This is an optimization exercise on Yosys and OpenROAD, whose aim is small area and a short achievable clock period, not a production implementation.
Where RTL was checked, it was by simulation tests only, not by an equivalence proof against the original.
Function not checked in runs 2 and 3: the RTL went through the layout flow alone.
No activity file was given, so power comes from the tool's default toggle rates.

[design/flow/config.mk]
export PLATFORM = sky130hd
export DESIGN_NAME = matriscarpici
export DESIGN_NICKNAME = matriscarpici
export VERILOG_FILES = /design/flow/design.v
export SDC_FILE = /design/flow/constraint.sdc
export NUM_CORES = 4
export LEC_CHECK = 0
export CAP_MARGIN = 20
export CORE_MARGIN = 2
export CORE_UTILIZATION = 40
export SLEW_MARGIN = 20
[design/flow/constraint.sdc]
create_clock -name core_clock -period 9.5 [get_ports {clk}]
set_input_delay 1.9000 -clock core_clock [delete_from_list [all_inputs] [get_ports {clk}]]
set_output_delay 1.9000 -clock core_clock [all_outputs]
set_load 0.01 [all_outputs]
[design/flow/design.v]
`timescale 1ns / 1ps
module matriscarpici #(parameter M=8)(
    input clk,
    input rst,
    input [M-1:0] matris_veri,
    input matris_gecerli,
    output reg [2*M+1:0] carpim_veri,  
    output reg carpim_gecerli
    );
    reg [M-1:0] A_matrisi [7:0];
    reg [M-1:0] B_matrisi [7:0];
    reg [2*M+1:0] carpim_veri_sonraki;
    reg carpim_gecerli_sonraki;
    reg [4:0] sayac;
    reg [4:0] sayac_sonraki;
    reg [1:0] sayac2;
    reg [1:0] sayac2_sonraki;
    always @* begin
        sayac_sonraki = sayac;
        sayac2_sonraki = sayac2;
        carpim_veri_sonraki = 0;
        carpim_gecerli_sonraki = 0;
        if(matris_gecerli && sayac < 16) begin
            sayac_sonraki = sayac + 1;
        end
        if(sayac == 16) begin  
            sayac2_sonraki = sayac2 + 1;
            case(sayac2)
                2'b00: begin
                    carpim_veri_sonraki = A_matrisi[0]*B_matrisi[0] + A_matrisi[1]*B_matrisi[2] 
                                        + A_matrisi[2]*B_matrisi[4] + A_matrisi[3]*B_matrisi[6];
                    carpim_gecerli_sonraki = 1;
                end
                2'b01: begin
                    carpim_veri_sonraki = A_matrisi[0]*B_matrisi[1] + A_matrisi[1]*B_matrisi[3] 
                                        + A_matrisi[2]*B_matrisi[5] + A_matrisi[3]*B_matrisi[7];
                    carpim_gecerli_sonraki = 1;
                end
                2'b10: begin
                    carpim_veri_sonraki = A_matrisi[4]*B_matrisi[0] + A_matrisi[5]*B_matrisi[2] 
                                        + A_matrisi[6]*B_matrisi[4] + A_matrisi[7]*B_matrisi[6];
                    carpim_gecerli_sonraki = 1;
                end
                2'b11: begin
                    carpim_veri_sonraki = A_matrisi[4]*B_matrisi[1] + A_matrisi[5]*B_matrisi[3] 
                                        + A_matrisi[6]*B_matrisi[5] + A_matrisi[7]*B_matrisi[7];
                    carpim_gecerli_sonraki = 1;
                    sayac_sonraki = 0;
                    sayac2_sonraki = 0;
                end
            endcase
        end
    end
    always @(posedge clk) begin
        if(rst) begin
            sayac <= 0;
            sayac2 <= 0;
            carpim_veri <= 0;
            carpim_gecerli <= 0;
        end
        else begin
            if(matris_gecerli && sayac < 16) begin  
                if(sayac[3] == 0) begin
                    A_matrisi[sayac[2:0]] = matris_veri;
                end
                else begin
                    B_matrisi[sayac[2:0]] = matris_veri;
                end
            end
            sayac <= sayac_sonraki;
            sayac2 <= sayac2_sonraki;
            carpim_veri <= carpim_veri_sonraki;
            carpim_gecerli <= carpim_gecerli_sonraki;
        end
    end
endmodule
[design/flow/run.sh]
#!/bin/bash
# synth_recipe.tcl (not shown) runs the flow's synth.tcl, then flattens the netlist and writes it again
# the make line also repeats each setting of config.mk as NAME=value (left out here)
make -C /OpenROAD-flow-scripts/flow DESIGN_CONFIG=/design/flow/config.mk WORK_HOME=/design/flow/orfs CLKGATE_MAP_FILE= SYNTH_SCRIPT=/design/flow/synth_recipe.tcl finish
==> flow_metrics.py, run 1 <==
metrics = {
    "placement": {
        "portBuffers": 29,
        "dp_cells": 5608,
        "place_area_sq_mm": 0.04338,
        "detailedPlace.worstSlack_ps": 1804,
        "gp_congestion": 0.9375,
        "dpl.hpwl_mm": 101.1,
    },
    "clock_network": {
        "clockBufferDepth": 2,
        "cts_tree": "built",
        "h-tree-depth": 4,
        "path_clk_slew_ps": 70,
        "cts_setup_buffers": 0,
        "cts_sinks": 154,
        "clock_latency_ps": 520,
        "cts_hold_buf": 0,
        "ctsResizeCount": 0,
        "root_buffer": "clkbuf_16",
        "cts_made_buffers": 17,
    },
    "setup_path": {
        "reg2regPathDepth": 24,
        "critical_path_required_ps": 9850,
        "crit_path_end_kind": "flop",
        "criticalPathCategory": "reg2reg",
        "worst_ep_arrival_time_ps": 8160,
        "crit_path_start_kind": "flop",
        "crit_fanout": 16,
    },
    "global_route": {
        "grt_antenna_before_repair": 9,
        "gr-total-overflow": 0,
        "grt_use_met3_pct": 2.253,
        "grt_pass1_vias": 30710,
        "use_met2_pct": 42.07,
        "grt_max_degree": 37,
        "grt_usage_pct": 23.29,
        "met1_usage_pct": 27.58,
        "grt_pass1_wl_mm": 182.7,
        "busiest_layer": "met2",
    },
    "sta": {
        "worst_slack_ps": 1693,
        "maxSlewViolCount": 0,
        "max_clock_freq_mhz": 128.1,
        "fin_crit_sh_pct": 82.17,
        "timing.final.hold_violations": 0,
        "hold_ws_ps": 508.8,
        "clock_skew_ps": 18.66,
        "setup-tns-final_ps": 0,
        "setup_viol": 0,
        "rsz0062_at_grt": "false",
        "worst_pin_slew_ps": 1082,
        "layout_min_cycle_time_ps": 7807,
        "slew_headroom_pct": 27.61,
    },
    "power": {
        "leakage_nw": 22.33,
        "irDropWorstVdd_mv": 0.2220,
        "power-per-cell-area_mw_per_mm2": 103.8,
    },
    "yosys": {
        "netlist_top_cells_area": "fa_1, ha_1, inv_1, and2_1, edfxtp_1",
        "ys_types": 61,
        "yosysTopAreaCellShare_pct": 42.95,
        "synth_warnings": 1,
        "seq_area_frac_synth_pct": 10.45,
        "yosysTopAreaCell": "fa_1",
        "synthMostInstantiatedCell": "inv_1",
        "syn_inst": 4323,
        "synthTopCellsByCount": "inv_1, fa_1, and2_1",
        "synth_edf_count": 128,
        "syn-num-nets": 5752,
        "avgSynthCellArea_sq_um": 9.662,
        "ys_ff_latch": 154,
        "synthArstFlopShare_pct": 0,
        "synth_area_sq_mm": 0.04177,
        "ys.flop_type": "edfxtp_1",
    },
    "detailed_routing": {
        "drcViolationCount": 0,
        "vias": 28270,
        "ant_nets": 0,
        "drtIter0Drc": 1581,
        "wl_per_cell_um": 21.37,
        "routed_wl_mm": 120.7,
        "via_per_inst": 5.007,
        "firstDrtPassIters": 6,
    },
    "worst_hold_path": {
        "hold_depth": 2,
        "hp-class": "reg2reg",
    },
    "layout": {
        "final_area_sq_mm": 0.04397,
        "fillerInstances": 10250,
        "area_delta_synth_final_pct": 5.284,
        "final_cells": 5647,
        "nNetsFinal": 5676,
        "drive_above_1_share_pct": 1.409,
    },
    "die": {
        "rows": 118,
        "ios": 30,
        "initial_core_util_pct": 40.36,
        "coreArea_sq_mm": 0.1035,
        "die-width_um": 327.1,
        "die_area_sq_mm": 0.1070,
        "die_h_um": 327.1,
    },
    "job": {
        "cap_violations": 0,
    },
    "run_status": {
        "status": "timing/DRC/antenna clean",
    },
}
worst paths after layout:
check                             from                    endpoint  slack [ps]
max          B_matrisi[6][0]$_DFFE_PP_  carpim_veri[16]$_SDFF_PP0_        1690
min                sayac[1]$_SDFF_PP0_         sayac[1]$_SDFF_PP0_         510
max reg2reg  B_matrisi[6][0]$_DFFE_PP_  carpim_veri[16]$_SDFF_PP0_        1690
min reg2reg        sayac[1]$_SDFF_PP0_         sayac[1]$_SDFF_PP0_         510
flip-flops by register name (all words and copies together), names as in the netlist:
register,cells
carpim_veri,18
carpim_gecerli,1
sayac,5
A_matrisi,64
B_matrisi,64
sayac2,2
placed cells by master (no fill, tap or decap), types with 10 or more instances in the layout:
cell / netlist / final
xnor2_1: 46 / 46
nand2_1: 413 / 413
inv_1: 1227 / 1227
fa_1: 896 / 896
edfxtp_1: 128 / 128
nor2b_1: 10 / 10
nor2_1: 57 / 57
ha_1: 522 / 522
a21oi_1: 42 / 42
xor2_1: 18 / 18
nand3_1: 10 / 10
and2_1: 638 / 638
clkdlybuf4s50_1: 0 / 27
clkbuf_16: 0 / 17
dfxtp_1: 26 / 26
nor3_1: 14 / 13
a21o_1: 18 / 18
buf_4: 0 / 18
a211oi_1: 10 / 10
report_power, final:
part           switching [mW]  leakage [nW]  internal [mW]
registers              0.0189          1.36          0.735
logic                    1.84          20.7           1.24
clock network           0.338         0.278          0.387
total                    2.20          22.3           2.37
final cells by class:
cell class                 count  area (sq um)  share of cell area (%)
sequential                   154          4364                   9.924
clock inverter                13         143.9                  0.3272
antenna                        8         20.02                 0.04552
clock buffer                  18         429.2                  0.9759
tap                         1380          1727                   3.926
timing repair buffer          47         415.4                  0.9446
multi-input combinational   2800         32270                   73.38
inverter                    1227          4606                   10.47
critical path: stages (launching register included):
cell and delay, ps:
edfxtp_1 790, nand2_1 170, fa_1 590, inv_1 60
fa_1 530, inv_1 50, fa_1 520, inv_1 50
fa_1 480, fa_1 660, inv_1 80, fa_1 480
inv_1 50, fa_1 510, inv_1 60, fa_1 470
inv_1 40, ha_1 310, a21o_1 200, a2111oi_1 500
o31ai_1 210, a21o_1 210, a21oi_1 170, xor2_1 320
a221oi_1 140
kinds of logic (layout without fill, tap and decap cells):
| family | count (synthesis) | in the layout | synth area share (%) |
|---|---|---|---|
| AND/OR/NAND/NOR | 1166 | 1166 | 14.64 |
| other | 0 | 8 | 0 |
| adder cells (fa/ha/maj) | 1418 | 1418 | 58.58 |
| AO/OA/AOI/OAI | 151 | 151 | 2.660 |
| multiplexers | 1 | 1 | 0.02397 |
| flip-flops | 154 | 154 | 10.45 |
| buffers and inverters | 1369 | 1305 | 12.30 |
| XOR/XNOR | 64 | 64 | 1.342 |
through the flow:
step	util (%)	total power, mW
2_1_floorplan	-	2.851
6_report	42.49	4.566
3_5_place_dp	41.92	3.836
5_1_grt	42.47	4.882
3_3_place_gp	41.92	3.821
4_1_cts	42.47	4.579
per-layer routing:
layer  part of all wire [%]  vias up  routed length, um
met4                    5.5        0               6677
met3                    4.5      228               5397
met1                     37    14890              45080
li1                       -    12430                  -
met5                      0        -                  0
met2                     53      724              63530
==> run 2, diff against run 1 <==
==> design/flow/design.v (replaced) <==
`timescale 1ns / 1ps
module matriscarpici #(parameter M=8)(
    input clk,
    input rst,
    input [M-1:0] matris_veri,
    input matris_gecerli,
    output reg [2*M+1:0] carpim_veri,
    output reg carpim_gecerli
    );
    reg [4:0] n;           
    reg [1:0] k;           
    reg [M-1:0] d0_r, d1_r;  
    reg [3:0] i_r;         
    reg t_r;               
    reg [M+3:0] p0l, p0h, p1l, p1h;  
    reg pv;                
    reg [M-1:0] s [0:7];   
    reg [2*M+1:0] f0, g0, f1, g1;  
    wire take = matris_gecerli && !n[4];
    wire shift_a = t_r && (!i_r[3] || i_r[0]);
    wire clr = !n[4] && !n[3];
    wire [2*M+1:0] sum0 = f0 + p0l + {p0h, 4'd0};
    wire [2*M+1:0] sum1 = f1 + p1l + {p1h, 4'd0};
    wire out_sum = !rst && n[4] && !k[1] && pv;
    wire [2*M+1:0] out_held = (rst || !n[4]) ? {(2*M+2){1'b0}} :
                              k[1] ? (k[0] ? g1 : f1) : g0;
    integer j;
    always @(posedge clk) begin
        d0_r <= matris_veri;
        d1_r <= matris_veri;
        i_r <= n[3:0];
        t_r <= take && !rst;
        if (shift_a) begin
            for (j = 0; j < 7; j = j + 1)
                s[j] <= s[j+1];
            s[7] <= d0_r;
        end
        p0l <= s[0] * d0_r[3:0];
        p0h <= s[0] * d0_r[7:4];
        p1l <= s[4] * d1_r[3:0];
        p1h <= s[4] * d1_r[7:4];
        pv <= t_r && i_r[3];
        if (clr) begin
            f0 <= 0;
            g0 <= 0;
            f1 <= 0;
            g1 <= 0;
        end else if (pv) begin
            f0 <= g0;
            g0 <= sum0;
            f1 <= g1;
            g1 <= sum1;
        end
        carpim_veri <= out_sum ? sum0 : out_held;
        carpim_gecerli <= !rst && n[4];
        if (rst) begin
            n <= 0;
            k <= 0;
        end else if (n[4]) begin
            k <= k + 1;
            if (k == 2'd3)
                n <= 0;
        end else if (take) begin
            n <= n + 1;
        end
    end
endmodule
==> design/flow/flow/run.sh (new file) <==
#!/bin/bash
# Standard layout with extra ORFS make settings from flow/make_args.txt
# (repair-timing margin and similar); the full make output goes to standard.log.
args=$(cat flow/make_args.txt)
bash standard.sh $args finish > standard.log 2>&1
==> design/flow/flow/make_args.txt (new file) <==
SETUP_SLACK_MARGIN=6.8
==> design/flow/standard.sh (new file) <==
#!/bin/bash
# synth_recipe.tcl (not shown) runs the flow's synth.tcl, then flattens the netlist and writes it again
# the make line also repeats each setting of config.mk as NAME=value (left out here)
make -C /OpenROAD-flow-scripts/flow DESIGN_CONFIG=/design/flow/config.mk WORK_HOME=/design/flow/orfs CLKGATE_MAP_FILE= SYNTH_SCRIPT=/design/flow/synth_recipe.tcl "${@:-finish}"
--- a/design/flow/config.mk
+++ b/design/flow/config.mk
@@ -9,3 +9,4 @@
 export CORE_MARGIN = 2
 export CORE_UTILIZATION = 40
+export SETUP_SLACK_MARGIN = 5
 export SLEW_MARGIN = 20
removed: design/flow/run.sh
==> run 2 against run 1 <==
Against the previous run: still clean on timing, DRC and antenna; final area shrank 64%; hold slack lost 95 ps; synthesized cell count shrank 72%; core utilization grew 8.4 points; clock-buffer cell count grew 15; sequential power grew 47%; first-iteration DRC count shrank 71%; combinational power shrank 66%; global-route usage shrank 6.6 points; critical endpoint is now p1h[11]$_DFF_P_.
==> flow_metrics.py, run 2 <==
metrics = {
    "yosys": {
        "synthArstFlopShare_pct": 0,
        "synth_warnings": 2,
        "ys.flop_type": "dfxtp_1",
        "ys_ff_latch": 222,
        "yosysTopAreaCellShare_pct": 25.27,
        "synth_area_sq_mm": 0.01251,
        "avgSynthCellArea_sq_um": 10.53,
        "ys_types": 59,
        "seq_area_frac_synth_pct": 40.63,
        "yosysTopAreaCell": "dfxtp_1",
        "netlist_top_cells_area": "dfxtp_1, edfxtp_1, ha_1, fa_1, and2_1",
        "syn_inst": 1189,
        "syn-num-nets": 1380,
        "synth_edf_count": 64,
        "synthTopCellsByCount": "dfxtp_1, ha_1, inv_1",
        "synthMostInstantiatedCell": "dfxtp_1",
    },
    "placement": {
        "gp_congestion": 0.7976,
        "portBuffers": 29,
        "detailedPlace.worstSlack_ps": 5852,
        "dpl.hpwl_mm": 18.37,
        "place_area_sq_mm": 0.01347,
    },
    "clock_network": {
        "clock_latency_ps": 540,
        "cts_hold_buf": 0,
        "cts_made_buffers": 25,
        "h-tree-depth": 1,
        "cts_tree": "built",
        "clockBufferDepth": 3,
        "cts_sinks": 222,
        "path_clk_slew_ps": 60,
        "root_buffer": "clkbuf_16",
    },
    "setup_path": {
        "crit_path_end_kind": "flop",
        "critical_path_required_ps": 9930,
        "reg2reg_from": "s[4][2]$_DFFE_PP_",
        "timing.rr.end": "p1h[11]$_DFF_P_",
        "crit_path_start_kind": "flop",
        "crit_fanout": 4,
        "worst_ep_arrival_time_ps": 3780,
        "criticalPathCategory": "reg2reg",
        "ff2ff_setup_slack_ps": 6150,
        "reg2regPathDepth": 13,
    },
    "layout": {
        "n_antenna_cell": 0,
        "area_delta_synth_final_pct": 24.82,
        "nNetsFinal": 1472,
        "final_area_sq_mm": 0.01562,
        "largest_reg_flops": 64,
        "layout_commonest_cell": "dfxtp_1",
        "mostFrequentLayoutCells": "dfxtp_1, nor2_1, inv_1",
        "drive_above_1_share_pct": 23.15,
        "regMostFlops": "s",
    },
    "die": {
        "coreArea_sq_mm": 0.03067,
        "rows": 64,
        "die-width_um": 180.9,
        "initial_core_util_pct": 40.80,
        "die_h_um": 180.9,
        "die_area_sq_mm": 0.03272,
        "ios": 30,
    },
    "worst_hold_path": {
        "hp-class": "reg2reg",
        "min_from": "s[6][3]$_DFFE_PP_",
        "min_to": "s[5][3]$_DFFE_PP_",
        "hold_depth": 0,
    },
    "detailed_routing": {
        "routed_wl_mm": 27.52,
        "wl_per_cell_um": 16.23,
        "ant_nets": 0,
        "via_per_inst": 4.999,
        "drtIter0Drc": 461,
        "firstDrtPassIters": 5,
        "vias": 8479,
        "drcViolationCount": 0,
    },
    "sta": {
        "setup_viol": 0,
        "timing.final.hold_violations": 0,
        "maxSlewViolCount": 0,
        "setup-tns-final_ps": 0,
        "rsz0062_at_grt": "true",
        "hold_ws_ps": 413.4,
        "layout_min_cycle_time_ps": 3345,
        "slew_headroom_pct": 38.87,
        "fin_crit_sh_pct": 35.22,
        "worst_pin_slew_ps": 917.0,
        "worst_slack_ps": 6155,
        "max_clock_freq_mhz": 298.9,
        "clock_skew_ps": 15.38,
    },
    "power": {
        "power-per-cell-area_mw_per_mm2": 207.9,
        "leakage_nw": 6.463,
        "irDropWorstVdd_mv": 0.1350,
        "p_total_mw": 3.248,
    },
    "global_route": {
        "grt_usage_pct": 16.72,
        "gr-total-overflow": 0,
        "grt_antenna_before_repair": 0,
        "grt_pass1_vias": 8349,
        "grt_pass1_wl_mm": 44.22,
        "grt_max_degree": 65,
    },
    "job": {
        "cap_violations": 0,
    },
    "run_status": {
        "status": "timing/DRC/antenna clean",
    },
}
## run 2: cell count changes after synthesis, sizes merged, moves of 64 or more
| cell | delta |
|---|---|
| and2 | -534 |
| ha | -408 |
| clkbuf | -115 |
| nand2 | -357 |
| edfxtp | -64 |
| fa | -830 |
| dfxtp | +132 |
| inv | -1121 |
## run 2: cells by family (layout without fill, tap and decap cells)
| kind of cell | count (synthesis) | count (layout) | share of synthesized area (%) |
|---|---|---|---|
| compound gates | 195 | 195 | 10.34 |
| mux | 69 | 69 | 5.579 |
| buf+inv | 141 | 252 | 4.249 |
| xor+xnor | 58 | 58 | 4.059 |
| flops | 222 | 222 | 40.63 |
| fa+ha+maj | 180 | 180 | 21.96 |
| simple gates | 324 | 324 | 13.19 |
## run 2: area by class of cell
type	instances	area (sq um)
fill	2741	15050
multi-input combinational	826	7744
sequential	222	5134
timing repair buffer	100	892.1
clock buffer	33	715.7
tap	396	495.5
inverter	106	400.4
clock inverter	13	240.2
## run 2: power breakdown
part,switching [mW],internal (mW),leakage (nW),total [mW]
clock,0.403,0.696,0.457,1.10
sequential,0.0541,1.05,1.90,1.11
combinational,0.541,0.503,4.10,1.04
total,0.998,2.25,6.46,3.25
## run 2: critical path, cell delays in order (launching register included)
cell and delay [ps]:
edfxtp_1 380, buf_6 130, nand2_4 40, fa_1 500
inv_1 50, fa_1 470, ha_1 300, a21o_1 180
a21oi_4 150, nor2b_1 60, o21a_1 200, o41ai_4 230
or4b_1 460, o311ai_1 90
## run 2: per-stage QoR
step / util, % / cells
6_report: 50.93 / 1696
5_1_grt: 50.93 / 1696
4_1_cts: 49.30 / 1682
3_5_place_dp: 43.91 / 1583
3_3_place_gp: 43.91 / 1583
2_1_floorplan: - / 1189
## run 2: timing repair
action | 4_1_cts | 5_1_grt
pin swaps | 56 | 54
endpoints found under the setup margin | 72 | 68
buffers inserted | 52 | 14
gates cloned | 1 | 0
gates resized for setup | 159 | 77
## run 2: how the worst max path moves through the flow
stage          cells after the start                       to               from  slack, ps
3_3_place_gp                      12          p1h[11]$_DFF_P_  s[4][2]$_DFFE_PP_       5970
2_1_floorplan                     13          p1h[11]$_DFF_P_    d1_r[5]$_DFF_P_       6130
5_1_grt                           13          p1l[11]$_DFF_P_  s[4][1]$_DFFE_PP_       6030
6_report                          13          p1h[11]$_DFF_P_  s[4][2]$_DFFE_PP_       6150
4_1_cts                           12          p1l[11]$_DFF_P_  s[4][2]$_DFFE_PP_       6180
3_5_place_dp                       5  carpim_veri[16]$_DFF_P_                rst       5850
## run 2: per-layer routing
layer	vias up	global-route usage, %	wire length, um
li1	4238	-	-
met4	0	4.097	652
met5	-	0	0
met3	41	2.117	743
met2	124	26.95	12530
met1	4076	23.85	13600
==> run 3, diff against run 2 <==
==> design/flow/flow/make_args.txt (replaced) <==
SETUP_SLACK_MARGIN=6.5
==> run 3 against run 2 <==
Against the previous run: final area is 4.7% lower; critical path depth is 1 lower; clock power is 18% lower; synthesized area stayed put; combinational power is 13% lower; die area stayed put; via count is 0.53% lower; hold slack better by 4.4 ps; critical path type unchanged; critical endpoint unchanged; largest power group unchanged.
==> flow_metrics.py, run 3 <==
metrics = {
    "yosys": {
        "yosysTopAreaCell": "dfxtp_1",
        "synth_area_sq_mm": 0.01251,
        "synthTopCellsByCount": "dfxtp_1, ha_1, inv_1",
        "yosysTopAreaCellShare_pct": 25.27,
        "syn-num-nets": 1380,
        "ys_ff_latch": 222,
        "ys_types": 59,
        "synth_warnings": 2,
        "ys.flop_type": "dfxtp_1",
        "synthMostInstantiatedCell": "dfxtp_1",
        "seq_area_frac_synth_pct": 40.63,
        "synth_edf_count": 64,
        "netlist_top_cells_area": "dfxtp_1, edfxtp_1, ha_1, fa_1, and2_1",
        "synthArstFlopShare_pct": 0,
        "syn_inst": 1189,
        "avgSynthCellArea_sq_um": 10.53,
    },
    "global_route": {
        "grt_antenna_before_repair": 1,
        "busiest_layer": "met2",
        "gr-total-overflow": 0,
        "met1_usage_pct": 23.82,
        "grt_usage_pct": 16.23,
        "grt_max_degree": 65,
        "grt_pass1_vias": 8212,
        "grt_use_met3_pct": 2.298,
        "grt_pass1_wl_mm": 43.17,
        "use_met2_pct": 24.84,
    },
    "layout": {
        "seqCellArea_sq_mm": 0.005117,
        "area_delta_synth_final_pct": 18.95,
        "fillerInstances": 2823,
        "largest_reg_flops": 64,
        "nNetsFinal": 1467,
        "regMostFlops": "s",
        "drive_above_1_share_pct": 18.07,
        "layout_commonest_cell": "dfxtp_1",
        "n_antenna_cell": 0,
        "mostFrequentLayoutCells": "dfxtp_1, ha_1, and2_1",
        "multiInputGateArea_sq_mm": 0.007343,
    },
    "clock_network": {
        "cts_made_buffers": 25,
        "h-tree-depth": 1,
        "clockBufferDepth": 3,
        "cts_tree": "built",
        "clock_latency_ps": 530,
        "root_buffer": "clkbuf_16",
        "cts_sinks": 222,
        "path_clk_slew_ps": 60,
        "cts_hold_buf": 0,
    },
    "die": {
        "ios": 30,
        "initial_core_util_pct": 40.80,
        "die_area_sq_mm": 0.03272,
        "die-width_um": 180.9,
        "rows": 64,
        "die_h_um": 180.9,
        "coreArea_sq_mm": 0.03067,
    },
    "placement": {
        "portBuffers": 29,
        "gp_congestion": 0.8055,
        "dpl.hpwl_mm": 18.53,
    },
    "power": {
        "switchingPower_mw": 0.9229,
        "p_comb_share_pct": 30.9,
        "sequentialPowerShare_pct": 38.0,
        "leakage_nw": 6.251,
        "power-per-cell-area_mw_per_mm2": 195.9,
        "switching_share_pct": 31.65,
        "p_int_mw": 1.993,
        "irDropWorstVdd_mv": 0.1593,
        "clkPwrFrac_pct": 31.1,
    },
    "sta": {
        "setup_viol": 0,
        "rsz0062_at_grt": "true",
        "timing.final.hold_violations": 0,
        "max_clock_freq_mhz": 298.8,
        "layout_min_cycle_time_ps": 3347,
        "setup-tns-final_ps": 0,
        "fin_crit_sh_pct": 35.23,
        "hold_ws_ps": 417.8,
        "slew_headroom_pct": 42.43,
        "worst_pin_slew_ps": 863.6,
        "maxSlewViolCount": 0,
        "clock_skew_ps": 18.08,
    },
    "setup_path": {
        "crit_path_start_kind": "flop",
        "reg2regPathDepth": 12,
        "crit_fanout": 3,
        "worst_ep_arrival_time_ps": 3770,
        "crit_path_end_kind": "flop",
        "criticalPathCategory": "reg2reg",
        "critical_path_required_ps": 9920,
    },
    "worst_hold_path": {
        "hold_depth": 0,
        "hp-class": "reg2reg",
    },
    "detailed_routing": {
        "ant_nets": 0,
        "wl_per_cell_um": 16.00,
        "via_per_inst": 4.988,
        "vias": 8434,
        "drtIter0Drc": 301,
        "routed_wl_mm": 27.05,
        "drcViolationCount": 0,
        "firstDrtPassIters": 5,
    },
    "run_status": {
        "status": "timing/DRC/antenna clean",
    },
    "job": {
        "cap_violations": 0,
    },
}
[run 3: cell count changes in the layout (fill, tap and decap cells not counted), moves of 5 or more]
cell       change
a21oi_1        +7
buf_6         -17
bufinv_16      -6
clkbuf_2       +5
dfxtp_1       +13
dfxtp_2       -13
ha_1          +14
ha_4          -10
[run 3: final timing paths]
kind | to | start | slack [ps]
setup reg to reg | p1h[11]$_DFF_P_ | s[4][2]$_DFFE_PP_ | 6150
hold / removal | s[4][6]$_DFFE_PP_ | s[5][6]$_DFFE_PP_ | 420
setup / recovery | p1h[11]$_DFF_P_ | s[4][2]$_DFFE_PP_ | 6150
hold reg to reg | s[4][6]$_DFFE_PP_ | s[5][6]$_DFFE_PP_ | 420
[run 3: logic make-up (layout without fill, tap and decap cells)]
group	after synthesis	after routing	share of synthesized area [%]
adder cells (fa/ha/maj)	180	180	21.96
flip-flops	222	222	40.63
AO/OA/AOI/OAI	195	195	10.34
buffers and inverters	141	247	4.249
AND/OR/NAND/NOR	324	324	13.19
multiplexers	69	69	5.579
XOR/XNOR	58	58	4.059
[run 3: repair_timing]
item | in CTS | in global routing
resized for setup | 93 | 56
cloned | 0 | 0
setup endpoints to repair | 42 | 45
setup buffers | 48 | 14
pin swaps | 39 | 30
[run 3: worst max-delay path: stages, from the launching register on]
cell and delay, ps:
edfxtp_1 450, nand2_2 90, fa_1 510, inv_1 50, fa_1 470, ha_1 300
a21o_1 190, a21oi_4 150, nor2b_1 60, o21a_1 220, o41ai_4 230, or4b_1 460
o311ai_1 90
[run 3: cell type report]
class | count | share of cell area (%)
clock buffers | 31 | 4.631
flip-flops and latches | 222 | 34.38
well taps | 396 | 3.329
clock inverters | 15 | 0.6304
repair buffers | 95 | 5.026
inverters | 106 | 2.673
multi-input cells | 826 | 49.33
[run 3: power by group through the flow]
stage	Combinational (mW)	Sequential [mW]	Clock, mW
2_1_floorplan	0.636	1.10	0
3_3_place_gp	0.776	1.13	0
3_5_place_dp	0.782	1.13	0
4_1_cts	0.837	1.11	0.934
5_1_grt	1.01	1.12	0.966
6_report	0.901	1.11	0.907
[run 3: metrics by stage]
stage          utilization (%)  instances  worst slack [ps]  total power, mW  cell area [sq um]
2_1_floorplan                -       1189              6109            1.741              12750
3_3_place_gp             43.68       1583              5967            1.908              13400
3_5_place_dp             43.68       1583              5869            1.917              13400
4_1_cts                  47.76       1677              6177            2.880              14650
5_1_grt                  48.54       1691              6029            3.092              14890
6_report                 48.54       1691              6153            2.916              14890
[run 3: layer usage]
layer / part of all wire, % / routed length (um)
met2: 44 / 12030
met5: 0.048 / 13
met4: 2.1 / 561
met1: 51 / 13700
met3: 2.8 / 744
==> run 4, diff against run 3 <==
--- a/design/flow/design.v
+++ b/design/flow/design.v
@@ -11,4 +11,5 @@
     reg [1:0] k;           
     reg [M-1:0] d0_r, d1_r;  
+    reg [M+1:0] t_r3;      
     reg [3:0] i_r;         
     reg t_r;               
@@ -20,4 +21,15 @@
     wire shift_a = t_r && (!i_r[3] || i_r[0]);
     wire clr = !n[4] && !n[3];
+    wire [M+1:0] r0 [0:3];
+    wire [M+1:0] r1 [0:3];
+    genvar q;
+    generate
+        for (q = 0; q < 4; q = q + 1) begin : rows
+            wire [1:0] a0 = s[0][2*q+1:2*q];
+            wire [1:0] a1 = s[4][2*q+1:2*q];
+            assign r0[q] = a0[1] ? (a0[0] ? t_r3 : {1'b0, d0_r, 1'b0}) : (a0[0] ? {2'b00, d0_r} : {(M+2){1'b0}});
+            assign r1[q] = a1[1] ? (a1[0] ? t_r3 : {1'b0, d1_r, 1'b0}) : (a1[0] ? {2'b00, d1_r} : {(M+2){1'b0}});
+        end
+    endgenerate
     wire [2*M+1:0] sum0 = f0 + p0l + {p0h, 4'd0};
     wire [2*M+1:0] sum1 = f1 + p1l + {p1h, 4'd0};
@@ -29,4 +41,5 @@
         d0_r <= matris_veri;
         d1_r <= matris_veri;
+        t_r3 <= {2'b00, matris_veri} + {1'b0, matris_veri, 1'b0};
         i_r <= n[3:0];
         t_r <= take && !rst;
@@ -36,8 +49,8 @@
             s[7] <= d0_r;
         end
-        p0l <= s[0] * d0_r[3:0];
-        p0h <= s[0] * d0_r[7:4];
-        p1l <= s[4] * d1_r[3:0];
-        p1h <= s[4] * d1_r[7:4];
+        p0l <= r0[0] + {r0[1], 2'b00};
+        p0h <= r0[2] + {r0[3], 2'b00};
+        p1l <= r1[0] + {r1[1], 2'b00};
+        p1h <= r1[2] + {r1[3], 2'b00};
         pv <= t_r && i_r[3];
         if (clr) begin
==> design/flow/flow/make_args.txt (replaced) <==
SETUP_SLACK_MARGIN=7.0
==> run 4 against run 3 <==
Against the previous run: critical path depth down 11; sequential power up 5%; hold slack got worse by 0.99 ps; critical path type is now reg2out; critical endpoint is now carpim_veri[0]; largest cell class unchanged.
==> flow_metrics.py, run 4 <==
metrics = {
    "run_status": {
        "status": "timing/DRC/antenna clean",
    },
    "yosys": {
        "synthTopCellsByCount": "dfxtp_1, ha_1, nor2_1",
        "syn_inst": 1151,
        "yosysTopAreaCellShare_pct": 26.94,
        "synth_edf_count": 64,
        "syn-num-nets": 1276,
        "seq_area_frac_synth_pct": 42.42,
        "yosysTopAreaCell": "dfxtp_1",
        "netlist_top_cells_area": "dfxtp_1, edfxtp_1, ha_1, mux2_2, mux2i_1",
        "avgSynthCellArea_sq_um": 10.78,
        "synth_area_sq_mm": 0.01241,
        "ys.flop_type": "dfxtp_1",
        "synthMostInstantiatedCell": "dfxtp_1",
        "ys_ff_latch": 231,
        "ys_types": 76,
        "synth_warnings": 2,
        "synthArstFlopShare_pct": 0,
    },
    "clock_network": {
        "cts_hold_buf": 0,
        "root_buffer": "clkbuf_16",
        "cts_tree": "built",
        "h-tree-depth": 1,
        "clockBufferDepth": 3,
        "cts_made_buffers": 24,
        "path_clk_slew_ps": 60,
        "clock_latency_ps": 530,
        "cts_sinks": 231,
    },
    "setup_path": {
        "cp_top_family": "flip-flops",
        "ff2ff_setup_slack_ps": 6690,
        "critPathBufInv": 1,
        "reg2regPathDepth": 10,
        "reg2reg_from": "s[0][0]$_DFFE_PP_",
        "path_cells": "buf_2",
        "timing.rr.end": "p0l[10]$_DFF_P_",
        "crit_path_end_kind": "primary output",
        "crit_path_start_kind": "flop",
        "crit_fanout": 1,
        "cpPeakStageDelay_ps": 300,
        "worst_path_max_delay_cell": "dfxtp_1",
        "worst_ep_arrival_time_ps": 950,
        "criticalPathCategory": "reg2out",
        "critical_path_required_ps": 7600,
    },
    "sta": {
        "timing.final.hold_violations": 0,
        "setup_viol": 0,
        "clock_skew_ps": 22.04,
        "rsz0062_at_grt": "true",
        "worst_pin_slew_ps": 971.3,
        "fin_crit_sh_pct": 30.03,
        "slew_headroom_pct": 35.18,
        "maxSlewViolCount": 0,
        "layout_min_cycle_time_ps": 2853,
        "setup-tns-final_ps": 0,
        "max_clock_freq_mhz": 350.5,
    },
    "detailed_routing": {
        "drcViolationCount": 0,
        "wl_per_cell_um": 17.95,
        "firstDrtPassIters": 4,
        "via_per_inst": 5.345,
        "routed_wl_mm": 29.06,
        "ant_nets": 0,
        "vias": 8653,
        "drtIter0Drc": 417,
    },
    "layout": {
        "largest_reg_flops": 64,
        "multiInputGateArea_sq_mm": 0.007617,
        "regMostFlops": "s",
        "layout_commonest_cell": "dfxtp_1",
        "seqCellArea_sq_mm": 0.005300,
        "drive_above_1_share_pct": 30.17,
        "nNetsFinal": 1330,
        "final_area_sq_mm": 0.01519,
        "fillerInstances": 2773,
        "n_antenna_cell": 0,
        "area_delta_synth_final_pct": 22.37,
        "mostFrequentLayoutCells": "dfxtp_1, nor2_1, mux2i_1",
    },
    "worst_hold_path": {
        "min_to": "i_r[0]$_DFF_P_",
        "hold_depth": 0,
        "min_from": "n[0]$_SDFFE_PP0P_",
        "hp-class": "reg2reg",
    },
    "power": {
        "power-per-cell-area_mw_per_mm2": 197.7,
        "irDropWorstVdd_mv": 0.1330,
        "leakage_nw": 5.868,
    },
    "die": {
        "coreArea_sq_mm": 0.03059,
        "die_h_um": 180.1,
        "die-width_um": 180.1,
        "die_area_sq_mm": 0.03245,
        "ios": 30,
        "rows": 64,
        "initial_core_util_pct": 40.57,
    },
    "global_route": {
        "grt_pass1_wl_mm": 45.66,
        "gr-total-overflow": 0,
        "grt_antenna_before_repair": 0,
        "grt_usage_pct": 17.28,
        "grt_max_degree": 65,
        "grt_pass1_vias": 8482,
    },
    "placement": {
        "dpl.hpwl_mm": 19.00,
        "gp_congestion": 0.7866,
        "place_area_sq_mm": 0.01310,
        "portBuffers": 29,
    },
    "job": {
        "cap_violations": 0,
    },
}
[run 4: cell count changes after synthesis, moves of 14 or more]
cell and delta:
fa_1 -43, and2_1 -93, inv_1 -75, ha_1 -23
a22o_1 +55, clkbuf_1 +21, nand2_1 -20, o21ai_0 -14
nor3_1 +19, mux2_2 +59
[run 4: how the worst max path moves through the flow]
stage / end / from / cells after the start / slack [ps]
6_report: carpim_veri[0] / carpim_veri[0]$_DFF_P_ / 1 / 6650
5_1_grt: p0l[10]$_DFF_P_ / s[0][0]$_DFFE_PP_ / 10 / 6590
4_1_cts: carpim_veri[0] / carpim_veri[0]$_DFF_P_ / 1 / 6620
3_5_place_dp: t_r3[7]$_DFF_P_ / matris_veri[1] / 10 / 5640
3_3_place_gp: t_r3[7]$_DFF_P_ / matris_veri[1] / 10 / 5680
2_1_floorplan: t_r3[8]$_DFF_P_ / matris_veri[1] / 7 / 6400
[run 4: layout make-up]
| class | count | area share (%) |
|---|---|---|
| multi-input cells | 823 | 50.16 |
| clock inverters | 12 | 1.013 |
| repair buffers | 93 | 5.075 |
| well taps | 396 | 3.262 |
| inverters | 32 | 0.8239 |
| clock buffers | 32 | 4.770 |
| flip-flops and latches | 231 | 34.90 |
[run 4: kinds of logic (layout without fill, tap and decap cells)]
family	after synthesis	after routing	synth area share [%]
and+or+nand+nor	254	254	10.17
buffers and inverters	97	169	3.166
DFF	231	231	42.42
AOI/OAI and AO/OA	259	259	15.49
xor gates and xnor gates	60	60	4.234
adders and majority gates	114	114	12.88
muxes	136	136	11.63
[run 4: metrics by stage]
stage	cells	hold WS [ps]	utilization, %	total power, mW	worst slack, ps
2_1_floorplan	1151	390.9	-	1.672	6398
3_3_place_gp	1515	400.4	42.81	1.813	5676
3_5_place_dp	1515	404.5	42.81	1.820	5644
4_1_cts	1602	419.0	47.46	2.902	6618
5_1_grt	1619	424.0	49.65	3.152	6589
6_report	1619	416.8	49.65	3.003	6647
[run 4: per-layer routing]
metal	up-vias	track usage, %	wire [um]
met1	4166	23.61	13920
met2	152	28.80	13340
met4	0	4.839	807
li1	4290	-	-
met3	45	2.264	989
met5	-	0	0
[run 4: power by group]
| group | internal, mW | switching (mW) |
|---|---|---|
| combinational | 0.409 | 0.417 |
| sequential | 1.08 | 0.0747 |
| clock | 0.621 | 0.399 |
| total | 2.11 | 0.890 |
[run 4: repair_timing]
action,CTS,global route
setup endpoints to repair,83,70
gates resized for setup,178,104
pin swaps,47,62
buffers inserted,43,17
==> run 5, diff against run 4 <==
==> design/flow/flow/make_args.txt (replaced) <==
SETUP_SLACK_MARGIN=6.5
==> run 5 against run 4 <==
Against the previous run: synthesized cell count unchanged; clock skew decreased by 7.6 ps; flip-flop and latch count is the same; clock-buffer cell count rose by 2; die area stayed put; hold slack improved by 0.91 ps; final area down 7.7%; combinational power decreased by 21%; sequential power barely moved; via count decreased by 2.3%; core utilization fell by 3.8 points; largest cell class unchanged.
==> flow_metrics.py, run 5 <==
metrics = {
    "worst_hold_path": {
        "hold_depth": 0,
        "hp-class": "reg2reg",
    },
    "sta": {
        "slew_headroom_pct": 39.16,
        "timing.final.hold_violations": 0,
        "worst_pin_slew_ps": 911.7,
        "clock_skew_ps": 14.48,
        "layout_min_cycle_time_ps": 2970,
        "rsz0062_at_grt": "true",
        "maxSlewViolCount": 0,
        "max_clock_freq_mhz": 336.7,
        "setup_viol": 0,
        "setup-tns-final_ps": 0,
        "fin_crit_sh_pct": 31.26,
    },
    "setup_path": {
        "cp_top_family": "flip-flops",
        "worst_path_max_delay_cell": "dfxtp_1",
        "crit_fanout": 1,
        "critical_path_required_ps": 7600,
        "worst_ep_arrival_time_ps": 1070,
        "crit_path_end_kind": "primary output",
        "reg2regPathDepth": 10,
        "path_cells": "clkdlybuf4s15_1",
        "crit_path_start_kind": "flop",
        "cp_num_cells": 1,
        "criticalPathCategory": "reg2out",
        "critPathBufInv": 1,
        "cpPeakStageDelay_ps": 310,
    },
    "yosys": {
        "synthTopCellsByCount": "dfxtp_1, ha_1, nor2_1",
        "ys.flop_type": "dfxtp_1",
        "seq_area_frac_synth_pct": 42.42,
        "synthArstFlopShare_pct": 0,
        "avgSynthCellArea_sq_um": 10.78,
        "synthMostInstantiatedCell": "dfxtp_1",
        "syn_inst": 1151,
        "yosysTopAreaCellShare_pct": 26.94,
        "yosysTopAreaCell": "dfxtp_1",
        "syn-num-nets": 1276,
        "netlist_top_cells_area": "dfxtp_1, edfxtp_1, ha_1, mux2_2, mux2i_1",
        "ys_types": 76,
        "synth_edf_count": 64,
        "synth_warnings": 2,
        "ys_ff_latch": 231,
        "synth_area_sq_mm": 0.01241,
    },
    "detailed_routing": {
        "wl_per_cell_um": 17.35,
        "drcViolationCount": 0,
        "routed_wl_mm": 27.55,
        "drtIter0Drc": 454,
        "firstDrtPassIters": 5,
        "ant_nets": 0,
        "via_per_inst": 5.324,
        "vias": 8455,
    },
    "layout": {
        "area_delta_synth_final_pct": 12.99,
        "drive_above_1_share_pct": 17.70,
        "layout_commonest_cell": "dfxtp_1",
        "regMostFlops": "s",
        "n_antenna_cell": 0,
        "mostFrequentLayoutCells": "dfxtp_1, nor2_1, ha_1",
        "largest_reg_flops": 64,
        "final_cells": 1588,
        "nNetsFinal": 1299,
    },
    "clock_network": {
        "cts_hold_buf": 0,
        "cts_sinks": 231,
        "h-tree-depth": 1,
        "cts_made_buffers": 25,
        "clockBufferDepth": 3,
        "clock_latency_ps": 530,
        "cts_tree": "built",
        "root_buffer": "clkbuf_16",
        "path_clk_slew_ps": 60,
    },
    "power": {
        "p_total_mw": 2.756,
        "leakage_nw": 5.550,
        "irDropWorstVdd_mv": 0.1217,
        "power-per-cell-area_mw_per_mm2": 196.5,
    },
    "job": {
        "cap_violations": 0,
    },
    "global_route": {
        "grt_antenna_before_repair": 0,
        "grt_pass1_wl_mm": 44.02,
        "grt_pass1_vias": 8109,
        "grt_max_degree": 67,
        "grt_usage_pct": 16.51,
        "gr-total-overflow": 0,
    },
    "die": {
        "die_h_um": 180.1,
        "die-width_um": 180.1,
        "rows": 64,
        "ios": 30,
        "die_area_sq_mm": 0.03245,
        "coreArea_sq_mm": 0.03059,
        "initial_core_util_pct": 40.57,
    },
    "run_status": {
        "status": "timing/DRC/antenna clean",
    },
    "placement": {
        "dp_cells": 1515,
        "gp_congestion": 0.8287,
        "portBuffers": 29,
        "dpl.hpwl_mm": 18.83,
    },
}
run 5: changes by cell type in the layout (fill, tap and decap cells not counted), moves of 20 or more:
cell     delta
ha_1       +30
ha_4       -23
buf_4      -21
buf_6      -21
dfxtp_1    +20
dfxtp_2    -20
run 5: power by group:
part	switching [mW]	total [mW]	internal (mW)	leakage, nW
logic	0.350	0.652	0.302	3.18
clock network	0.390	0.943	0.553	0.399
registers	0.0777	1.16	1.08	1.97
run 5: timing repair:
action / in CTS / in global routing
setup buffers: 11 / 17
pin swaps: 2 / 9
setup endpoints to repair: 38 / 31
gates cloned: 0 / 0
gates resized for setup: 57 / 41
run 5: final timing paths:
kind                             to                    start  slack [ps]
hold / removal    s[5][2]$_DFFE_PP_        s[6][2]$_DFFE_PP_         420
setup / recovery    carpim_veri[10]  carpim_veri[10]$_DFF_P_        6530
setup reg to reg    p1l[10]$_DFF_P_        s[4][0]$_DFFE_PP_        6570
hold reg to reg   s[5][2]$_DFFE_PP_        s[6][2]$_DFFE_PP_         420
run 5: logic make-up (layout without fill, tap and decap cells):
group                    Yosys count  in the layout  share of synthesized area, %
AO/OA/AOI/OAI                    259            259                         15.49
XOR/XNOR                          60             60                         4.234
adder cells (fa/ha/maj)          114            114                         12.88
buffers and inverters             97            138                         3.166
flip-flops                       231            231                         42.42
multiplexers                     136            136                         11.63
AND/OR/NAND/NOR                  254            254                         10.17
run 5: worst reg2reg max path: stages, from the launching register on:
cell	delay (ps)
edfxtp_1	460
nor2b_1	270
a22o_1	290
ha_1	240
fa_1	410
a21o_1	190
a21oi_2	180
o21bai_1	100
a2111oi_0	410
nor3_1	120
xor2_1	150
run 5: layer usage:
metal  vias to the layer above  GRT usage (%)  wire (um)
li1                       4239              -          -
met1                      4035          23.55      13650
met2                       138          26.30      12180
met3                        43          2.122        966
met4                         0          4.742        753
met5                         -              0          0
run 5: through the flow:
step	cell area, sq um	worst slack (ps)	hold slack (ps)	utilization (%)
final	14020	6530	417.7	45.84
after global routing	14020	6421	424.0	45.84
after CTS	13910	6427	418.8	45.46
after detailed placement	13020	5621	404.5	42.56
after global placement	13020	5689	401.1	42.56
after floorplan	12460	6398	390.9	-
run 5: cell type report:
class,count,area (sq um)
multi-input cells,823,6877
repair buffers,61,446.7
clock buffers,34,710.7
flip-flops and latches,231,5275
fillers,2857,16570
inverters,32,123.9
clock inverters,11,93.84
well taps,396,495.5
==> run 6, diff against run 5 <==
--- a/design/flow/config.mk
+++ b/design/flow/config.mk
@@ -8,5 +8,7 @@
 export CAP_MARGIN = 20
 export CORE_MARGIN = 2
-export CORE_UTILIZATION = 40
+export CORE_UTILIZATION = 65
+export CTS_CLUSTER_DIAMETER = 150
+export CTS_CLUSTER_SIZE = 30
 export SETUP_SLACK_MARGIN = 5
 export SLEW_MARGIN = 20
==> run 6 against run 5 <==
Against the previous run: wire length is 8.7% lower; synthesized area is the same; sequential power about the same; core utilization grew 26 points; power decreased by 16%; setup slack better by 3.6 ps; clock skew increased by 1.8 ps; flip-flop and latch count stayed put; die area decreased by 38%; via count decreased by 0.51%; final area decreased by 4.7%; non-clock buffer count up 7.
==> flow_metrics.py, run 6 <==
metrics = {
    "layout": {
        "multiInputGateArea_sq_mm": 0.006849,
        "n_antenna_cell": 0,
        "final_cells": 1404,
        "seqCellArea_sq_mm": 0.005273,
        "largest_reg_flops": 64,
        "mostFrequentLayoutCells": "dfxtp_1, ha_1, nor2_1",
        "nNetsFinal": 1292,
        "drive_above_1_share_pct": 14.79,
        "fin_util_pct": 71.47,
        "area_delta_synth_final_pct": 7.723,
        "regMostFlops": "s",
        "layout_commonest_cell": "dfxtp_1",
        "fillerInstances": 1417,
    },
    "yosys": {
        "ys_ff_latch": 231,
        "netlist_top_cells_area": "dfxtp_1, edfxtp_1, ha_1, mux2_2, mux2i_1",
        "avgSynthCellArea_sq_um": 10.78,
        "syn_inst": 1151,
        "seq_area_frac_synth_pct": 42.42,
        "synth_area_sq_mm": 0.01241,
        "synthMostInstantiatedCell": "dfxtp_1",
        "synth_warnings": 2,
        "syn-num-nets": 1276,
        "ys_types": 76,
        "synthArstFlopShare_pct": 0,
        "ys.flop_type": "dfxtp_1",
        "yosysTopAreaCellShare_pct": 26.94,
        "synth_edf_count": 64,
        "synthTopCellsByCount": "dfxtp_1, ha_1, nor2_1",
        "yosysTopAreaCell": "dfxtp_1",
    },
    "detailed_routing": {
        "vias": 8412,
        "drcViolationCount": 0,
        "ant_nets": 0,
        "wl_per_cell_um": 17.92,
        "firstDrtPassIters": 4,
        "via_per_inst": 5.991,
        "drtIter0Drc": 477,
        "routed_wl_mm": 25.16,
    },
    "placement": {
        "gp_congestion": 0.8565,
        "dp_cells": 1353,
        "portBuffers": 29,
        "dpl.hpwl_mm": 17.65,
    },
    "global_route": {
        "grt_max_degree": 67,
        "gr-total-overflow": 0,
        "grt_pass1_wl_mm": 40.06,
        "grt_antenna_before_repair": 0,
        "grt_pass1_vias": 7794,
        "grt_usage_pct": 24.62,
    },
    "sta": {
        "max_clock_freq_mhz": 337.1,
        "clock_skew_ps": 16.26,
        "layout_min_cycle_time_ps": 2966,
        "rsz0062_at_grt": "true",
        "slew_headroom_pct": 44.97,
        "setup_viol": 0,
        "timing.final.hold_violations": 0,
        "setup-tns-final_ps": 0,
        "worst_pin_slew_ps": 825.5,
        "hold_ws_ps": 426.9,
        "maxSlewViolCount": 0,
        "fin_crit_sh_pct": 31.22,
    },
    "power": {
        "leakage_nw": 5.334,
        "power-per-cell-area_mw_per_mm2": 172.5,
        "irDropWorstVdd_mv": 0.1461,
    },
    "die": {
        "die_area_sq_mm": 0.02022,
        "die_h_um": 142.2,
        "die-width_um": 142.2,
        "coreArea_sq_mm": 0.01871,
        "rows": 50,
        "ios": 30,
        "initial_core_util_pct": 66.35,
    },
    "run_status": {
        "status": "timing/DRC/antenna clean",
    },
    "setup_path": {
        "cp_num_cells": 1,
        "worst_path_max_delay_cell": "dfxtp_1",
        "crit_path_end_kind": "primary output",
        "crit_path_start_kind": "flop",
        "path_cells": "dlygate4sd2_1",
        "timing.rr.end": "p1h[10]$_DFF_P_",
        "worst_ep_arrival_time_ps": 1070,
        "cp_top_family": "flip-flops",
        "reg2regPathDepth": 10,
        "startpoint": "carpim_veri[5]$_DFF_P_",
        "reg2reg_from": "s[4][5]$_DFFE_PP_",
        "ff2ff_setup_slack_ps": 6590,
        "critical_path_required_ps": 7600,
        "criticalPathCategory": "reg2out",
        "crit_end": "carpim_veri[5]",
        "crit_fanout": 1,
        "cpPeakStageDelay_ps": 330,
        "critPathBufInv": 1,
    },
    "clock_network": {
        "clock_latency_ps": 470,
        "h-tree-depth": 1,
        "path_clk_slew_ps": 110,
        "cts_sinks": 231,
        "cts_tree": "built",
        "cts_hold_buf": 0,
        "cts_made_buffers": 11,
        "root_buffer": "clkbuf_16",
        "clockBufferDepth": 3,
    },
    "job": {
        "cap_violations": 0,
    },
    "worst_hold_path": {
        "hp-class": "reg2reg",
    },
}
==> run 6: changes by cell type in the layout (fill, tap and decap cells not counted), moves of 4 or more <==
cell,delta
clkbuf_2,-4
dlygate4sd2_1,+6
clkdlybuf4s15_1,+4
clkinv_2,-5
clkbuf_16,-15
buf_2,-4
buf_4,+6
==> run 6: per-stage QoR <==
stage	worst slack, ps	total power, mW	area, sq um
finish	6534	2.306	13370
global route	6410	2.432	13370
CTS	6501	2.310	13250
detailed placement	5637	1.792	12820
global placement	5692	1.785	12820
floorplan	6398	1.669	12460
==> run 6: cells by family (layout without fill, tap and decap cells) <==
group	after synthesis	in the layout	share of synthesized area, %
mux	136	136	11.63
compound gates	259	259	15.49
xor+xnor	60	60	4.234
flops	231	231	42.42
simple gates	254	254	10.17
buf+inv	97	116	3.166
fa+ha+maj	114	114	12.88
==> run 6: report_power, final <==
part / switching (mW) / total, mW / internal, mW
Sequential: 0.0707 / 1.15 / 1.08
Clock: 0.293 / 0.513 / 0.220
Combinational: 0.341 / 0.641 / 0.299
Total: 0.705 / 2.31 / 1.60
==> run 6: layout make-up <==
class	count	area share [%]
Inverter	32	0.9078
Multi-Input combinational cell	823	51.23
Clock buffer	15	2.171
Timing Repair Buffer	68	3.978
Clock inverter	1	0.08423
Sequential cell	231	39.44
Tap cell	234	2.190
==> run 6: metal layers <==
| metal | vias to the layer above | share of wire (%) | GRT usage (%) |
|---|---|---|---|
| met4 | 0 | 2.4 | 5.526 |
| met3 | 41 | 3.9 | 2.591 |
| met2 | 191 | 45 | 40.48 |
| li1 | 4198 | - | - |
| met5 | - | 0 | 0 |
| met1 | 3982 | 49 | 35.41 |
==> run 6: how the worst min path moves through the flow <==
stage	slack (ps)	start	endpoint	cells after the start
after floorplan	390	n[0]$_SDFFE_PP0P_	i_r[0]$_DFF_P_	0
after global placement	400	s[1][7]$_DFFE_PP_	s[0][7]$_DFFE_PP_	0
after detailed placement	400	s[2][3]$_DFFE_PP_	s[1][3]$_DFFE_PP_	0
after CTS	430	s[2][4]$_DFFE_PP_	s[1][4]$_DFFE_PP_	0
after global routing	430	s[1][7]$_DFFE_PP_	s[0][7]$_DFFE_PP_	0
final	430	s[2][4]$_DFFE_PP_	s[1][4]$_DFFE_PP_	0
==> run 6: repair_timing <==
action | in CTS | in global routing
setup endpoints to repair | 38 | 21
pin swaps | 3 | 1
resized for setup | 36 | 31
buffers inserted | 20 | 15
cloned | 0 | 0
==> run 7, diff against run 6 <==
--- a/design/flow/design.v
+++ b/design/flow/design.v
@@ -10,5 +10,5 @@
     reg [4:0] n;           
     reg [1:0] k;           
-    reg [M-1:0] d0_r, d1_r;  
+    reg [M-1:0] d_r;       
     reg [M+1:0] t_r3;      
     reg [3:0] i_r;         
@@ -28,6 +28,6 @@
             wire [1:0] a0 = s[0][2*q+1:2*q];
             wire [1:0] a1 = s[4][2*q+1:2*q];
-            assign r0[q] = a0[1] ? (a0[0] ? t_r3 : {1'b0, d0_r, 1'b0}) : (a0[0] ? {2'b00, d0_r} : {(M+2){1'b0}});
-            assign r1[q] = a1[1] ? (a1[0] ? t_r3 : {1'b0, d1_r, 1'b0}) : (a1[0] ? {2'b00, d1_r} : {(M+2){1'b0}});
+            assign r0[q] = a0[1] ? (a0[0] ? t_r3 : {1'b0, d_r, 1'b0}) : (a0[0] ? {2'b00, d_r} : {(M+2){1'b0}});
+            assign r1[q] = a1[1] ? (a1[0] ? t_r3 : {1'b0, d_r, 1'b0}) : (a1[0] ? {2'b00, d_r} : {(M+2){1'b0}});
         end
     endgenerate
@@ -36,9 +36,8 @@
     wire out_sum = !rst && n[4] && !k[1] && pv;
     wire [2*M+1:0] out_held = (rst || !n[4]) ? {(2*M+2){1'b0}} :
-                              k[1] ? (k[0] ? g1 : f1) : g0;
+                              k[1] ? f1 : g0;
     integer j;
     always @(posedge clk) begin
-        d0_r <= matris_veri;
-        d1_r <= matris_veri;
+        d_r <= matris_veri;
         t_r3 <= {2'b00, matris_veri} + {1'b0, matris_veri, 1'b0};
         i_r <= n[3:0];
@@ -47,5 +46,5 @@
             for (j = 0; j < 7; j = j + 1)
                 s[j] <= s[j+1];
-            s[7] <= d0_r;
+            s[7] <= d_r;
         end
         p0l <= r0[0] + {r0[1], 2'b00};
@@ -54,13 +53,15 @@
         p1h <= r1[2] + {r1[3], 2'b00};
         pv <= t_r && i_r[3];
+        if (clr || pv) begin
+            f0 <= g0;
+            f1 <= g1;
+        end else if (n[4] && k == 2'd2) begin
+            f1 <= g1;            
+        end
         if (clr) begin
-            f0 <= 0;
             g0 <= 0;
-            f1 <= 0;
             g1 <= 0;
         end else if (pv) begin
-            f0 <= g0;
             g0 <= sum0;
-            f1 <= g1;
             g1 <= sum1;
         end
==> run 7 against run 6 <==
Against the previous run: non-clock buffer count down 6; die area is 2.8% lower; final area shrank 1.8%; maximum frequency is 0.48% lower; critical path type unchanged.
==> flow_metrics.py, run 7 <==
metrics = {
    "run_status": {
        "status": "timing/DRC/antenna clean",
    },
    "clock_network": {
        "h-tree-depth": 1,
        "clockBufferDepth": 3,
        "cts_hold_buf": 0,
        "cts_made_buffers": 11,
        "cts_tree": "built",
        "path_clk_slew_ps": 110,
        "cts_sinks": 231,
        "clock_latency_ps": 480,
        "root_buffer": "clkbuf_16",
    },
    "detailed_routing": {
        "drtIter0Drc": 653,
        "wl_per_cell_um": 19.85,
        "ant_nets": 0,
        "via_per_inst": 6.240,
        "firstDrtPassIters": 5,
        "vias": 8237,
        "drcViolationCount": 0,
        "routed_wl_mm": 26.21,
    },
    "setup_path": {
        "criticalPathCategory": "reg2out",
        "crit_path_end_kind": "primary output",
        "ff2ff_setup_slack_ps": 6560,
        "startpoint": "carpim_veri[11]$_DFF_P_",
        "crit_fanout": 1,
        "path_cells": "clkdlybuf4s15_1",
        "reg2reg_from": "s[4][5]$_DFFE_PP_",
        "reg2regPathDepth": 10,
        "timing.rr.end": "p1h[10]$_DFF_P_",
        "crit_path_start_kind": "flop",
        "cpPeakStageDelay_ps": 370,
        "critical_path_required_ps": 7600,
        "cp_top_family": "flip-flops",
        "worst_path_max_delay_cell": "dfxtp_1",
        "worst_ep_arrival_time_ps": 1080,
        "critPathBufInv": 1,
    },
    "yosys": {
        "synth_warnings": 2,
        "synthArstFlopShare_pct": 0,
        "syn_inst": 1065,
        "seq_area_frac_synth_pct": 46.66,
        "netlist_top_cells_area": "edfxtp_1, dfxtp_1, ha_1, mux2_2, a22o_1",
        "synth_area_sq_mm": 0.01206,
        "avgSynthCellArea_sq_um": 11.32,
        "ys_types": 71,
        "yosysTopAreaCell": "edfxtp_1",
        "synth_edf_count": 100,
        "ys_ff_latch": 231,
        "synthTopCellsByCount": "dfxtp_1, edfxtp_1, ha_1",
        "synthMostInstantiatedCell": "dfxtp_1",
        "yosysTopAreaCellShare_pct": 24.91,
        "syn-num-nets": 1191,
        "ys.flop_type": "dfxtp_1",
    },
    "power": {
        "leakage_nw": 5.441,
        "irDropWorstVdd_mv": 0.1546,
        "p_total_mw": 2.402,
        "power-per-cell-area_mw_per_mm2": 182.9,
    },
    "sta": {
        "timing.final.hold_violations": 0,
        "clock_skew_ps": 18.30,
        "layout_min_cycle_time_ps": 2981,
        "fin_crit_sh_pct": 31.37,
        "max_clock_freq_mhz": 335.5,
        "setup_viol": 0,
        "hold_ws_ps": 416.6,
        "slew_headroom_pct": 37.93,
        "setup-tns-final_ps": 0,
        "rsz0062_at_grt": "true",
        "worst_pin_slew_ps": 928.8,
        "maxSlewViolCount": 0,
    },
    "placement": {
        "dpl.hpwl_mm": 18.09,
        "portBuffers": 29,
        "gp_congestion": 0.9158,
    },
    "worst_hold_path": {
        "min_to": "s[2][3]$_DFFE_PP_",
        "min_from": "s[3][3]$_DFFE_PP_",
        "hold_depth": 0,
        "hp-class": "reg2reg",
    },
    "layout": {
        "largest_reg_flops": 64,
        "fillerInstances": 1320,
        "drive_above_1_share_pct": 14.94,
        "seqCellArea_sq_mm": 0.005629,
        "mostFrequentLayoutCells": "dfxtp_1, edfxtp_1, ha_1",
        "layout_commonest_cell": "dfxtp_1",
        "regMostFlops": "s",
        "n_antenna_cell": 0,
        "multiInputGateArea_sq_mm": 0.006256,
        "area_delta_synth_final_pct": 8.925,
        "nNetsFinal": 1213,
    },
    "global_route": {
        "grt_antenna_before_repair": 0,
        "grt_pass1_vias": 7915,
        "grt_max_degree": 65,
        "grt_usage_pct": 26.95,
        "grt_pass1_wl_mm": 42.17,
        "gr-total-overflow": 0,
    },
    "job": {
        "cap_violations": 0,
    },
    "die": {
        "die-width_um": 140.2,
        "initial_core_util_pct": 66.66,
        "die_h_um": 140.2,
        "rows": 49,
        "die_area_sq_mm": 0.01965,
        "coreArea_sq_mm": 0.01809,
        "ios": 30,
    },
}
==> run 7: cell types whose count changed in the layout (fill, tap and decap cells not counted), moves of 5 or more <==
cell	before	now
mux2i_1	70	27
edfxtp_1	64	100
dfxtp_1	163	128
nor2_1	86	69
o21ai_0	23	40
nor2b_1	27	14
inv_1	30	38
mux2_2	65	57
buf_4	39	32
a21oi_1	53	47
a31oi_1	8	3
==> run 7: final cells by class <==
type / count / share of cell area, %
multi-input combinational: 741 / 47.64
sequential: 231 / 42.87
timing repair buffer: 62 / 3.840
clock buffer: 16 / 2.239
tap: 229 / 2.182
inverter: 40 / 1.143
clock inverter: 1 / 0.08576
==> run 7: kinds of logic (layout without fill, tap and decap cells) <==
group,Yosys count,count (layout),synth area share [%]
adder cells (fa/ha/maj),115,115,13.37
multiplexers,84,84,7.566
flip-flops,231,231,46.66
AO/OA/AOI/OAI,262,262,16.24
buffers and inverters,93,119,2.948
AND/OR/NAND/NOR,222,222,8.999
XOR/XNOR,58,58,4.214
==> run 7: worst max-delay path by stage <==
| stage | endpoint | slack (ps) | cells after the start |
|---|---|---|---|
| after floorplan | t_r3[8]$_DFF_P_ | 6330 | 7 |
| after global placement | t_r3[8]$_DFF_P_ | 5650 | 8 |
| after detailed placement | t_r3[8]$_DFF_P_ | 5610 | 8 |
| after CTS | t_r3[8]$_DFF_P_ | 6380 | 8 |
| after global routing | p1h[10]$_DFF_P_ | 6370 | 10 |
| final | carpim_veri[11] | 6520 | 1 |
==> run 7: where the power goes <==
part | internal, mW | switching (mW)
registers | 1.10 | 0.0731
clock network | 0.222 | 0.302
logic | 0.326 | 0.376
==> run 7: layer usage <==
metal	wire length, um	share of wire (%)	GRT usage, %	vias up
li1	-	-	-	3963
met3	1296	4.9	3.726	33
met1	11720	45	38.08	4030
met4	363	1.4	4.678	0
met5	0	0	0	-
met2	12830	49	45.36	211
==> run 7: per-stage QoR <==
| stage | std cells | utilization [%] | instance area (sq um) | setup WS [ps] |
|---|---|---|---|---|
| 2_1_floorplan | 1065 | - | 12110 | 6334 |
| 3_5_place_dp | 1274 | 69.23 | 12520 | 5614 |
| 6_report | 1320 | 72.60 | 13130 | 6519 |
| 3_3_place_gp | 1274 | 69.23 | 12520 | 5649 |
| 4_1_cts | 1311 | 71.73 | 12970 | 6376 |
| 5_1_grt | 1320 | 72.60 | 13130 | 6370 |
==> run 7: worst reg2reg max path: stages (launching register included) <==
cell,delay [ps]
edfxtp_1,500
nor2b_1,260
a22o_1,260
ha_1,220
fa_1,410
a21o_1,180
a21oi_1,230
o21bai_1,130
a2111oi_2,370
nor3_1,110
xor2_1,160
==> run 7: what timing repair did <==
action	CTS	global route
setup endpoints to repair	36	35
resized for setup	37	46
setup buffers	20	9
pin swaps	0	13
==> run 8, diff against run 7 <==
--- a/design/flow/config.mk
+++ b/design/flow/config.mk
@@ -6,4 +6,5 @@
 export NUM_CORES = 4
 export LEC_CHECK = 0
+export ABC_AREA = 1
 export CAP_MARGIN = 20
 export CORE_MARGIN = 2
==> run 8 against run 7 <==
Against the previous run: power fell by 2.9%; flip-flop and latch count stayed put; synthesized cell count grew 30%; wire length is 2.5% higher; global-route usage is 0.60 points higher; first-iteration DRC count up 54%; die area rose by 0.56%; core utilization fell by 1.5 points; sequential power barely moved; final area shrank 1.7%; synthesized area rose by 0.57%; clock skew about the same.
==> flow_metrics.py, run 8 <==
metrics = {
    "worst_hold_path": {
        "hp-class": "reg2reg",
        "min_from": "n[0]$_SDFFE_PP0P_",
        "min_to": "i_r[0]$_DFF_P_",
    },
    "die": {
        "die_h_um": 140.6,
        "initial_core_util_pct": 66.81,
        "coreArea_sq_mm": 0.01815,
        "die-width_um": 140.6,
    },
    "power": {
        "irDropWorstVdd_mv": 0.1558,
        "clkPwrFrac_pct": 22.3,
        "p_total_mw": 2.331,
        "sequentialPowerShare_pct": 49.4,
        "power-per-cell-area_mw_per_mm2": 180.6,
    },
    "detailed_routing": {
        "routed_wl_mm": 26.87,
        "drcViolationCount": 0,
        "firstDrtPassIters": 6,
        "wl_per_cell_um": 16.41,
        "via_per_inst": 5.655,
        "drtIter0Drc": 1008,
    },
    "global_route": {
        "grt_antenna_before_repair": 0,
        "grt_usage_pct": 27.56,
        "gr-total-overflow": 0,
        "grt_max_degree": 65,
    },
    "layout": {
        "final_area_sq_mm": 0.01291,
        "layout_commonest_cell": "nand2_1",
        "mostFrequentLayoutCells": "nand2_1, inv_1, o21ai_0, dfxtp_1, a21oi_1",
        "final_cells": 1637,
        "area_delta_synth_final_pct": 6.470,
        "fillerInstances": 1461,
        "nNetsFinal": 1530,
        "fin_util_pct": 71.13,
    },
    "setup_path": {
        "crit_path_end_kind": "primary output",
        "crit_fanout": 1,
        "worst_path_max_delay_cell": "dfxtp_1",
        "ff2ff_setup_slack_ps": 6790,
        "criticalPathCategory": "reg2out",
        "path_cells": "clkdlybuf4s15_1",
        "crit_path_start_kind": "flop",
        "critical_path_required_ps": 7600,
        "cpPeakStageDelay_ps": 350,
        "reg2regPathDepth": 9,
        "cp_top_family": "flip-flops",
        "critPathBufInv": 1,
        "reg2reg_from": "s[0][4]$_DFFE_PP_",
    },
    "clock_network": {
        "path_clk_slew_ps": 110,
        "cts_sinks": 231,
        "h-tree-depth": 1,
        "cts_hold_buf": 0,
        "cts_tree": "built",
        "clockBufferDepth": 3,
        "clock_latency_ps": 480,
    },
    "placement": {
        "place_area_sq_mm": 0.01261,
        "portBuffers": 29,
        "dp_cells": 1620,
    },
    "job": {
        "cap_violations": 0,
    },
    "sta": {
        "maxSlewViolCount": 0,
        "layout_min_cycle_time_ps": 2971,
        "worst_pin_slew_ps": 803.6,
        "setup-tns-final_ps": 0,
        "max_clock_freq_mhz": 336.6,
        "clock_skew_ps": 18.25,
        "setup_viol": 0,
    },
    "yosys": {
        "synth_edf_count": 100,
        "ys.flop_type": "dfxtp_1",
        "ys_ff_latch": 231,
        "netlist_top_cells_area": "edfxtp_1, dfxtp_1, ha_1, nand2_1, inv_1",
        "synthMostInstantiatedCell": "nand2_1",
        "synthArstFlopShare_pct": 0,
        "synth_warnings": 2,
        "syn-num-nets": 1514,
        "syn_inst": 1388,
    },
    "run_status": {
        "status": "timing/DRC/antenna clean",
    },
}
[run 8: cell type report]
cell class	instances	area [sq um]	share of cell area (%)
multi-input cells	940	5710	44.24
inverters	189	711.9	5.515
well taps	229	286.5	2.220
clock buffers	16	294.0	2.278
flip-flops and latches	231	5629	43.61
clock inverters	1	11.26	0.08723
repair buffers	31	265.3	2.055
[run 8: repair_timing]
item                       CTS  global route
gates resized for setup     39            19
setup endpoints to repair   21            20
pin swaps                    0             0
setup buffers                0             0
[run 8: worst max path at each step]
stage,start,end,cells past startpoint
2_1_floorplan,matris_veri[0],t_r3[7]$_DFF_P_,8
3_3_place_gp,matris_veri[1],t_r3[7]$_DFF_P_,9
5_1_grt,carpim_veri[3]$_DFF_P_,carpim_veri[3],1
3_5_place_dp,matris_veri[1],t_r3[7]$_DFF_P_,9
6_report,carpim_veri[10]$_DFF_P_,carpim_veri[10],1
4_1_cts,carpim_veri[2]$_DFF_P_,carpim_veri[2],1
[run 8: stage by stage]
step,setup WS (ps),hold slack (ps)
floorplan,6512,355.2
global placement,5841,373.4
detailed placement,5831,373.8
CTS,6448,389.7
global route,6500,407.4
finish,6529,389.2
[run 8: metal layers]
| metal | routed length, um | track usage [%] | vias to the layer above |
|---|---|---|---|
| met5 | 0 | 0 | - |
| met4 | 590 | 6.947 | 0 |
| met3 | 2000 | 3.057 | 41 |
| met2 | 12430 | 45.05 | 320 |
| met1 | 11840 | 39.81 | 4235 |
| li1 | - | - | 4662 |
[run 8: logic make-up (layout without fill, tap and decap cells)]
kind of cell / Yosys count / after routing / synth area share [%]
adder cells (fa/ha/maj): 115 / 115 / 13.29
AND/OR/NAND/NOR: 487 / 487 / 17.13
buffers and inverters: 217 / 237 / 7.028
flip-flops: 231 / 231 / 46.40
XOR/XNOR: 43 / 43 / 3.106
AO/OA/AOI/OAI: 295 / 295 / 13.04
[run 8: power groups by stage]
| stage | clock network (mW) | registers [mW] | logic, mW |
|---|---|---|---|
| after floorplan | 0 | 1.15 | 0.507 |
| after global placement | 0 | 1.17 | 0.641 |
| after detailed placement | 0 | 1.17 | 0.648 |
| after CTS | 0.536 | 1.15 | 0.655 |
| after global routing | 0.568 | 1.16 | 0.755 |
| final | 0.520 | 1.15 | 0.661 |

Check on run 8: ideal ports give 6.529 ns setup slack; a clkbuf_16 on the clock port and buf_2 on the inputs give 6.480 ns; moving port delays by the midpoint clock arrival (0.516 ns) as well gives 6.088 ns.
